Background: an optimization exercise with open tools, aiming at small area and a short achievable clock period. Do not read the settings as production practice. At most, simulation tests tie the RTL to the original design; equivalence was not proved. Power figures rest on the tool's default switching activity, not on a simulated workload.

// simple_cpu_top
module simple_cpu_top
(
	input  clk,
	input  reset,
	output im_abus_valid,
	output [ 7:0] im_abus_data,
	input  [15:0] im_dbus,
	output rd_mem,
	output wr_mem,
	output [7:0] dm_abus,
	input  [7:0] dm_in_dbus,
	output [7:0] dm_out_dbus
);
Size in the first run: roughly 53 I/O pins, about 0.0030 mm^2 of cells after synthesis.
==> flow/config.mk <==
export PLATFORM = sky130hd
export DESIGN_NAME = simple_cpu_top
export DESIGN_NICKNAME = simple_cpu_top
export VERILOG_FILES = /design/flow/design.v
export SDC_FILE = /design/flow/constraint.sdc
export NUM_CORES = 4
export LEC_CHECK = 0
export ABC_AREA = 1
export CAP_MARGIN = 20
export CORE_MARGIN = 2
export CORE_UTILIZATION = 40
export SLEW_MARGIN = 20
==> flow/constraint.sdc <==
create_clock -name core_clock -period 34.0 [get_ports {clk}]
set_input_delay 6.8000 -clock core_clock [delete_from_list [all_inputs] [get_ports {clk}]]
set_output_delay 6.8000 -clock core_clock [all_outputs]
set_load 0.01 [all_outputs]
standard.sh (not shown) runs the stock make flow with config.mk's settings and CLKGATE_MAP_FILE= SYNTH_SCRIPT=/design/flow/synth_recipe.tcl, a recipe that flattens the netlist after the stock synthesis.
==> flow/flow/run.sh <==
#!/bin/bash
# Layout flow: the standard ORFS flow (standard.sh) with
#  - synthesis as synth_recipe.tcl, but ABC maps with flow/area.abc
#    (area-oriented mapping, no ABC buffering or sizing)
#  - plain buf_1 cells as the port buffers
#  - a clock tree of clkbuf_8 cells without dummy loads
# Each tool's output is in the ORFS logs under orfs/logs; make's own output
# is in make_finish.log.
set -euo pipefail
here=$(pwd)
{
  head -n 1 synth_recipe.tcl
  echo "proc abc {args} { set i [lsearch \$args -script]; if {\$i >= 0} { lset args [expr {\$i + 1}] $here/flow/area.abc }; yosys abc {*}\$args }"
  tail -n +2 synth_recipe.tcl
} > own_synth.tcl
bash standard.sh SYNTH_SCRIPT="$here/own_synth.tcl" \
  BUFFER_PORTS_ARGS="-buffer_cell sky130_fd_sc_hd__buf_1" \
  CTS_ARGS="-sink_clustering_enable -sink_clustering_size 50 -sink_clustering_max_diameter 400 -buf_list sky130_fd_sc_hd__clkbuf_8 -root_buf sky130_fd_sc_hd__clkbuf_8 -dont_use_dummy_load -repair_clock_nets" \
  SETUP_SLACK_MARGIN=19 finish > make_finish.log 2>&1
==> flow/flow/area.abc <==
&get -n
&st
&dch -f
&nf -p -R 1000
&put
topo
stime -c
The starting point completed with no timing, DRC or antenna violations.
Edit:
--- a/flow/flow/run.sh
+++ b/flow/flow/run.sh
@@ -6,2 +6,4 @@
 #  - a clock tree of clkbuf_8 cells without dummy loads
+#  - timing repair aiming for 19 ns of setup slack (the clock period stays
+#    the design's; the repair only sizes and buffers harder)
 # Each tool's output is in the ORFS logs under orfs/logs; make's own output
==> flow/flow/area.abc (replaced) <==
strash
dc2
dch -f
amap
topo
stime -c
Settings changed: CORE_UTILIZATION 40 to 75.
After rerunning:
- fmax shrinks by 0.52%
- worst hold slack hardly moves
- setup slack loses 0.078 ns
- routed wire length climbs by 27%
- global-route usage climbs by 22 points
- non-clock buffer count came out higher by 2
- cell count decreases by 7.1%
- synthesized area came out lower by 3.4%
- final area drops by 4.4%
- sequential cell count is unchanged
- die area goes down by 47%
Edit:
Settings changed: CORE_UTILIZATION 75 to 60.
=> The new run finished with timing, DRC and antenna clean; power is lower by a few percent; worst setup slack is better by 0.11 ns; core utilization falls by 19 points; hold slack is worse by 0.019 ns; wire length decreases by about a fifth; die area increases by a quarter to a third; global-route usage came out lower by 12 points.
Edit:
--- a/flow/flow/run.sh
+++ b/flow/flow/run.sh
@@ -6,4 +6,2 @@
 #  - a clock tree of clkbuf_8 cells without dummy loads
-#  - timing repair aiming for 19 ns of setup slack (the clock period stays
-#    the design's; the repair only sizes and buffers harder)
 # Each tool's output is in the ORFS logs under orfs/logs; make's own output
@@ -20,2 +18,2 @@
   CTS_ARGS="-sink_clustering_enable -sink_clustering_size 50 -sink_clustering_max_diameter 400 -buf_list sky130_fd_sc_hd__clkbuf_8 -root_buf sky130_fd_sc_hd__clkbuf_8 -dont_use_dummy_load -repair_clock_nets" \
-  SETUP_SLACK_MARGIN=19 finish > make_finish.log 2>&1
+  SETUP_SLACK_MARGIN=20 finish > make_finish.log 2>&1
==> flow/flow/area.abc (replaced) <==
&get -n
&st
&dch -f
&nf -p -R 1000
&put
topo
stime -c
Settings changed: CORE_UTILIZATION 60 to 40.
After rerunning:
- The new run ran to the end with no violations
- cell area is higher by 7.3%
- critical path depth is lower by 1
- via count is lower by 7.1%

simple_cpu_top, a different RTL version from the one above (not shown whole).
Size in the first run: roughly 39 flip-flops, about 3500 sq um of cells after synthesis.
// simple_cpu_top
module simple_cpu_top
(
	input  clk,
	input  reset,
	output im_abus_valid,
	output [ 7:0] im_abus_data,
	input  [15:0] im_dbus,
	output rd_mem,
	output wr_mem,
	output [7:0] dm_abus,
	input  [7:0] dm_in_dbus,
	output [7:0] dm_out_dbus
);
Settings: LEC_CHECK=0, ABC_AREA=1, CAP_MARGIN=20, CORE_MARGIN=2, CORE_UTILIZATION=40, SLEW_MARGIN=20; clock period 34.0 ns.
==> flow/flow/run.sh <==
#!/bin/bash
# Standard ORFS layout, with plain buf_1 cells as the port buffers.
set -euo pipefail
bash standard.sh BUFFER_PORTS_ARGS="-buffer_cell sky130_fd_sc_hd__buf_1" finish > make_finish.log 2>&1
==> next run, changes <==
==> flow/flow/run.sh (replaced) <==
#!/bin/bash
# Standard ORFS layout, with plain buf_1 cells as the port buffers and
# timing repair aiming for 19 ns of setup slack.
set -euo pipefail
bash standard.sh BUFFER_PORTS_ARGS="-buffer_cell sky130_fd_sc_hd__buf_1" SETUP_SLACK_MARGIN=19 finish > make_finish.log 2>&1
ABC_AREA = not set   (was 1)
Design area came out higher slightly.
Global-route usage came out lower by 1.0 points.
Fmax came out lower slightly.
==> next run, changes <==
==> flow/flow/run.sh (replaced) <==
#!/bin/bash
# Standard ORFS layout, with plain buf_1 cells as the port buffers.
set -euo pipefail
bash standard.sh BUFFER_PORTS_ARGS="-buffer_cell sky130_fd_sc_hd__buf_1" finish > make_finish.log 2>&1
CORE_UTILIZATION = 65   (was 40)
Count of clock-buffer cells in the layout falls by 1.
Setup slack gets worse by 280 ps.
Non-clock buffer count falls by 4.
Power rises by a few percent.
No run of this note included a check of the RTL's function; only the layout flow was run.

The RTL this note starts from:
==> flow/design.v <==
module controller
(
	input  [7:0] opcode,
	output jump,
	output is_alu,
	output [1:0] kind,
	output rd_dmem,
	output wr_dmem,
	output mem_op
);
	wire hi0 = (opcode[7:3] == 5'd0);
	assign rd_dmem = hi0 & (opcode[2:0] == 3'd0);
	assign wr_dmem = hi0 & (opcode[2:0] == 3'd1);
	assign jump    = hi0 & (opcode[2:0] == 3'd2);
	assign mem_op  = hi0 & (opcode[2:1] == 2'd0);
	assign is_alu  = hi0 & (opcode[2:0] >= 3'd3) & (opcode[2:0] <= 3'd6);
	assign kind[0] = opcode[2] & ~opcode[0];
	assign kind[1] = opcode[2] & (opcode[1] | opcode[0]);
endmodule
module data_memory_control
(
	input  mem_op,
	input  [7:0] d,
	output [7:0] dm_abus
);
	assign dm_abus = mem_op ? d : 8'h00;
endmodule
module instruction_control
(
	input  clk,
	input  reset,
	output im_abus_valid,
	output [7:0] im_abus_data,
	input  jump,
	input  [7:0] d
);
	reg [7:0] PC;
	always @ (posedge clk or posedge reset)
	begin
		if (reset)
			PC <= 8'hFF;
		else if (jump)
			PC <= d;
		else
			PC <= PC + 1'b1;
	end
	assign im_abus_valid = 1'b1;
	assign im_abus_data = PC;
endmodule
module alu_stage #(parameter I = 0)
(
	input  is_div,
	input  is_mul,
	input  en_q,              
	input  a_i,               
	input  [7:0] BI,
	input  [7:0] xin,         
	output [7:0] xo,          
	output q
);
	localparam integer W = 8 - I;
	wire [W:0] c;
	wire [W-1:0] s, y;
	wire [7:0] x;
	wire g = is_div | a_i;
	genvar j;
	generate
		if (I < 7) begin : g_hi
			assign x[7:I+1] = xin[7:I+1];
		end
		if (I > 0) begin : g_lo
			assign x[I-1:0] = 8'h00;
			assign xo[I-1:0] = 8'h00;
		end
	endgenerate
	assign x[I] = a_i & ~is_mul;
	assign c[0] = is_div;
	generate
		for (j = 0; j < W; j = j + 1) begin : g_bit
			assign y[j] = BI[j] & g;
			assign s[j] = x[I+j] ^ y[j] ^ c[j];
			assign c[j+1] = (x[I+j] & y[j]) | (x[I+j] & c[j]) | (y[j] & c[j]);
		end
	endgenerate
	assign q = en_q & c[W];
	wire sel = is_mul | q;
	assign xo[7:I] = sel ? s : x[7:I];
endmodule
module alu_pre
(
	input  is_div,
	input  is_mul,
	input  [7:0] A,
	input  [7:0] B,
	input  [7:0] BI,
	output [7:0] X,
	output [7:4] Q
);
	wire [7:0] x7, x6, x5, x4;
	wire z7 = ~|B[7:1];
	wire z6 = ~|B[7:2];
	wire z5 = ~|B[7:3];
	wire z4 = ~|B[7:4];
	alu_stage #(7) s7 (.is_div(is_div), .is_mul(is_mul), .en_q(is_div & z7), .a_i(A[7]), .BI(BI), .xin(8'h00), .xo(x7), .q(Q[7]));
	alu_stage #(6) s6 (.is_div(is_div), .is_mul(is_mul), .en_q(is_div & z6), .a_i(A[6]), .BI(BI), .xin(x7), .xo(x6), .q(Q[6]));
	alu_stage #(5) s5 (.is_div(is_div), .is_mul(is_mul), .en_q(is_div & z5), .a_i(A[5]), .BI(BI), .xin(x6), .xo(x5), .q(Q[5]));
	alu_stage #(4) s4 (.is_div(is_div), .is_mul(is_mul), .en_q(is_div & z4), .a_i(A[4]), .BI(BI), .xin(x5), .xo(x4), .q(Q[4]));
	assign X = {x4[7:4], A[3:0]};
endmodule
module alu
(
	input  [1:0] kind,
	input  [7:0] A,
	input  [7:0] BI,
	input  [7:4] QH,
	output [7:0] Y
);
	wire is_div = kind[1] & kind[0];
	wire is_mul = kind[1] & ~kind[0];
	wire [7:0] x3, x2, x1;
	wire [3:0] q;
	wire z3 = &BI[7:5];
	wire z2 = &BI[7:6];
	wire z1 = BI[7];
	alu_stage #(3) s3 (.is_div(is_div), .is_mul(is_mul), .en_q(is_div & z3), .a_i(A[3]), .BI(BI), .xin(A), .xo(x3), .q(q[3]));
	alu_stage #(2) s2 (.is_div(is_div), .is_mul(is_mul), .en_q(is_div & z2), .a_i(A[2]), .BI(BI), .xin(x3), .xo(x2), .q(q[2]));
	alu_stage #(1) s1 (.is_div(is_div), .is_mul(is_mul), .en_q(is_div & z1), .a_i(A[1]), .BI(BI), .xin(x2), .xo(x1), .q(q[1]));
	wire [8:0] c0;
	wire [7:0] s0, y0, x0;
	wire g0 = ~is_mul | A[0];
	assign x0[7:1] = x1[7:1];
	assign x0[0] = A[0] & ~is_mul;
	assign c0[0] = kind[0];
	genvar j;
	generate
		for (j = 0; j < 8; j = j + 1) begin : g_s0
			assign y0[j] = BI[j] & g0;
			assign s0[j] = x0[j] ^ y0[j] ^ c0[j];
			assign c0[j+1] = (x0[j] & y0[j]) | (x0[j] & c0[j]) | (y0[j] & c0[j]);
		end
	endgenerate
	assign q[0] = c0[8];
	assign Y = is_div ? {QH, q} : s0;
endmodule
module operation_module
(
	input  clk,
	input  reset,
	input  [7:0] d,
	input  is_alu,
	input  [1:0] kind,
	input  rd_dmem,
	input  wr_dmem,
	input  [7:0] dm_in_dbus,
	output [7:0] dm_out_dbus
);
	reg        L;         
	reg  [7:0] AC;
	reg  [7:0] op_a;      
	reg  [7:0] op_b;      
	reg  [1:0] op_k;      
	reg  [7:4] op_q;      
	wire [7:0] R;
	wire [7:0] p_x;
	wire [7:4] p_q;
	wire [7:0] db = d ^ {8{kind[0]}};
	alu_pre alu_pre_inst
	(
		.is_div(kind[1] & kind[0]),
		.is_mul(~(kind[1] & kind[0])),
		.A(AC),
		.B(d),
		.BI(db),
		.X(p_x),
		.Q(p_q)
	);
	alu alu_inst
	(
		.kind(op_k),
		.A(op_a),
		.BI(op_b),
		.QH(op_q),
		.Y(R)
	);
	always @ (posedge clk or posedge reset)
	begin
		if (reset)
		begin
			L    <= 1'b0;
			AC   <= 8'h00;
			op_a <= 8'h00;
			op_b <= 8'h00;
			op_k <= 2'b00;
		end
		else
		begin
			L    <= rd_dmem;
			AC   <= L ? dm_in_dbus : R;
			op_a <= is_alu ? (kind[1] ? p_x : AC) : R;
			op_b <= is_alu ? db : 8'h00;
			op_k <= is_alu ? kind : 2'b00;
		end
	end
	always @ (posedge clk)
		op_q <= p_q;
	assign dm_out_dbus = wr_dmem ? AC : 8'h00;
endmodule
module simple_cpu_top
(
	input  clk,
	input  reset,
	output im_abus_valid,
	output [ 7:0] im_abus_data,
	input  [15:0] im_dbus,
	output rd_mem,
	output wr_mem,
	output [7:0] dm_abus,
	input  [7:0] dm_in_dbus,
	output [7:0] dm_out_dbus
);
	wire [7:0] d  = im_dbus[7:0];
	wire jump, is_alu, mem_op;
	wire [1:0] kind;
	controller controller_inst
	(
		.opcode(im_dbus[15:8]),
		.jump(jump),
		.is_alu(is_alu),
		.kind(kind),
		.rd_dmem(rd_mem),
		.wr_dmem(wr_mem),
		.mem_op(mem_op)
	);
	instruction_control instruction_control_inst
	(
		.clk(clk),
		.reset(reset),
		.im_abus_valid(im_abus_valid),
		.im_abus_data(im_abus_data),
		.jump(jump),
		.d(d)
	);
	data_memory_control data_memory_control_inst
	(
		.mem_op(mem_op),
		.d(d),
		.dm_abus(dm_abus)
	);
	operation_module operation_module_inst
	(
		.clk(clk),
		.reset(reset),
		.d(d),
		.is_alu(is_alu),
		.kind(kind),
		.rd_dmem(rd_mem),
		.wr_dmem(wr_mem),
		.dm_in_dbus(dm_in_dbus),
		.dm_out_dbus(dm_out_dbus)
	);
endmodule
==> flow/config.mk <==
export PLATFORM = sky130hd
export DESIGN_NAME = simple_cpu_top
export DESIGN_NICKNAME = simple_cpu_top
export VERILOG_FILES = /design/flow/design.v
export SDC_FILE = /design/flow/constraint.sdc
export NUM_CORES = 4
export LEC_CHECK = 0
export ABC_AREA = 1
export CAP_MARGIN = 20
export CORE_MARGIN = 2
export CORE_UTILIZATION = 60
export SLEW_MARGIN = 20
==> flow/constraint.sdc <==
create_clock -name core_clock -period 34.0 [get_ports {clk}]
set_input_delay 6.8000 -clock core_clock [delete_from_list [all_inputs] [get_ports {clk}]]
set_output_delay 6.8000 -clock core_clock [all_outputs]
set_load 0.01 [all_outputs]
==> flow/flow/run.sh <==
#!/bin/bash
# Layout flow: the standard ORFS flow (standard.sh) with
#  - synthesis as synth_recipe.tcl, but ABC maps with flow/area.abc
#    (area-oriented mapping, no ABC buffering or sizing)
#  - plain buf_1 cells as the port buffers
#  - a clock tree of clkbuf_8 cells without dummy loads
#  - timing repair aiming for 19.5 ns of setup slack (the clock period stays
#    the design's; the repair only sizes and buffers harder)
# Each tool's output is in the ORFS logs under orfs/logs; make's own output
# is in make_finish.log.
set -euo pipefail
here=$(pwd)
{
  head -n 1 synth_recipe.tcl
  echo "proc abc {args} { set i [lsearch \$args -script]; if {\$i >= 0} { lset args [expr {\$i + 1}] $here/flow/area.abc }; yosys abc {*}\$args }"
  tail -n +2 synth_recipe.tcl
} > own_synth.tcl
bash standard.sh SYNTH_SCRIPT="$here/own_synth.tcl" \
  BUFFER_PORTS_ARGS="-buffer_cell sky130_fd_sc_hd__buf_1" \
  CTS_ARGS="-sink_clustering_enable -sink_clustering_size 50 -sink_clustering_max_diameter 400 -buf_list sky130_fd_sc_hd__clkbuf_8 -root_buf sky130_fd_sc_hd__clkbuf_8 -dont_use_dummy_load -repair_clock_nets" \
  SETUP_SLACK_MARGIN=19.5 finish > make_finish.log 2>&1
==> flow/flow/area.abc <==
strash
dc2
dch -f
amap
topo
stime -c
Next try:
==> flow/flow/run.sh (replaced) <==
#!/bin/bash
# Standard ORFS layout, with plain buf_1 cells as the port buffers.
set -euo pipefail
bash standard.sh BUFFER_PORTS_ARGS="-buffer_cell sky130_fd_sc_hd__buf_1" finish > make_finish.log 2>&1
ABC_AREA = not set   (was 1)
CORE_UTILIZATION = 40   (was 60)
removed: flow/flow/area.abc
Effect: The changed run completed with no timing, DRC or antenna violations. Setup slack degrades by 0.44 ns. Sequential share of layout area shrinks by 2.3 points. Area after synthesis grows by 13%. Power grows by 11%. Cell area grows by 8.7%. Die area grows by 66%. Final cell count grows by 7.3%. Routed wire length grows by 9.1%. Critical path depth shrinks by 2.
Next try:
ABC_AREA = 1   (was not set)
Sequential share of layout area rose by 0.20 points.
Power falls by 2.7%.
Cell area came out lower by 0.78%.
Die area falls by 0.93%.
Sequential cell count stays the same.
Via count climbs by 9.1%.
Wire length decreases by 1.3%.
Next try:
==> flow/flow/run.sh (replaced) <==
#!/bin/bash
# Layout flow: the standard ORFS flow (standard.sh) with
#  - synthesis as synth_recipe.tcl, but ABC maps with flow/area.abc
#    (area-oriented mapping, no ABC buffering or sizing)
#  - plain buf_1 cells as the port buffers
#  - a clock tree of clkbuf_8 cells without dummy loads
#  - timing repair aiming for 19 ns of setup slack (the clock period stays
#    the design's; the repair only sizes and buffers harder)
# Each tool's output is in the ORFS logs under orfs/logs; make's own output
# is in make_finish.log.
set -euo pipefail
here=$(pwd)
{
  head -n 1 synth_recipe.tcl
  echo "proc abc {args} { set i [lsearch \$args -script]; if {\$i >= 0} { lset args [expr {\$i + 1}] $here/flow/area.abc }; yosys abc {*}\$args }"
  tail -n +2 synth_recipe.tcl
} > own_synth.tcl
bash standard.sh SYNTH_SCRIPT="$here/own_synth.tcl" \
  BUFFER_PORTS_ARGS="-buffer_cell sky130_fd_sc_hd__buf_1" \
  CTS_ARGS="-sink_clustering_enable -sink_clustering_size 50 -sink_clustering_max_diameter 400 -buf_list sky130_fd_sc_hd__clkbuf_8 -root_buf sky130_fd_sc_hd__clkbuf_8 -sink_buffer_max_cap_derate 1.0 -dont_use_dummy_load -repair_clock_nets" \
  SETUP_SLACK_MARGIN=19 finish > make_finish.log 2>&1
==> flow/flow/area.abc (new file) <==
strash
dc2
dch -f
amap
topo
stime -c
CORE_UTILIZATION = 60   (was 40)
Result: The changed run completed with no timing, DRC or antenna violations; cell area shrinks by 10%; die area came out lower by about 40%; worst setup slack gains 0.15 ns.
Next try:
--- a/flow/flow/run.sh
+++ b/flow/flow/run.sh
@@ -18,4 +18,4 @@
 bash standard.sh SYNTH_SCRIPT="$here/own_synth.tcl" \
   BUFFER_PORTS_ARGS="-buffer_cell sky130_fd_sc_hd__buf_1" \
-  CTS_ARGS="-sink_clustering_enable -sink_clustering_size 50 -sink_clustering_max_diameter 400 -buf_list sky130_fd_sc_hd__clkbuf_8 -root_buf sky130_fd_sc_hd__clkbuf_8 -sink_buffer_max_cap_derate 1.0 -dont_use_dummy_load -repair_clock_nets" \
+  CTS_ARGS="-sink_clustering_enable -sink_clustering_size 50 -sink_clustering_max_diameter 400 -buf_list sky130_fd_sc_hd__clkbuf_8 -root_buf sky130_fd_sc_hd__clkbuf_8 -dont_use_dummy_load -repair_clock_nets" \
   SETUP_SLACK_MARGIN=19 finish > make_finish.log 2>&1
CORE_UTILIZATION = 40   (was 60)
Power is higher by about 1.3%.
Final cell count is higher by 7.4%.
Sequential share of layout area is lower by 0.53 points.
Synthesized cell count does not change.
Routed wire length is higher by about 9%.
Area after synthesis is unchanged.
Clock power is higher by about 1%.
Count of clock-buffer cells in the layout is unchanged.

-- static timing again, ports no longer ideal --
No port has a modelled driver above. Below, the same layouts with a new extraction and two added sets of constraints. Step 1 (the two cells are an assumption about what drives the block):
set clk [get_ports {clk}]
set_driving_cell -lib_cell sky130_fd_sc_hd__clkbuf_16 $clk
set_driving_cell -lib_cell sky130_fd_sc_hd__buf_2 [delete_from_list [all_inputs] $clk]
Step 2 moves the port delays by t, midway between the first and last clock arrival at a register: inputs arrive t later, outputs are due t later. That takes back most of the time a late clock gives input paths. Three values: ideal ports, drivers, drivers and shift; two values: the first two.
run	t, ns	slack for setup (ns)	worst data-port slew with drivers (ns)
the first run of note 1	0.312	19.127 / 19.107 / 19.107	0.04
the second run of note 1	0.317	19.048 / 19.027 / 19.027	0.04
the third run of note 1	0.310	19.162 / 19.142 / 19.142	0.03
the fourth run of note 1	0.307	19.404 / 19.372 / 19.372	0.04
the first run of note 2	0.322	19.040 / 19.020 / 19.020	0.03
the second run of note 2	0.317	18.918 / 18.898 / 18.898	0.03
the third run of note 2	0.316	18.635 / 18.614 / 18.614	0.04
the first run of note 3	0.299	19.193 / 19.174 / 19.174	0.03
the second run of note 3	0.323	18.749 / 18.724 / 18.724	0.04
the third run of note 3	0.318	19.014 / 18.995 / 18.995	0.03
the fourth run of note 3	0.310	19.162 / 19.142 / 19.142	0.03
the fifth run of note 3	0.314	19.128 / 19.107 / 19.107	0.04
After both steps setup and hold are still met in every run listed. The setup slack of the fourth run of note 1, which loses most, moves by -0.032 ns with the drivers and by -0.032 ns with both steps.
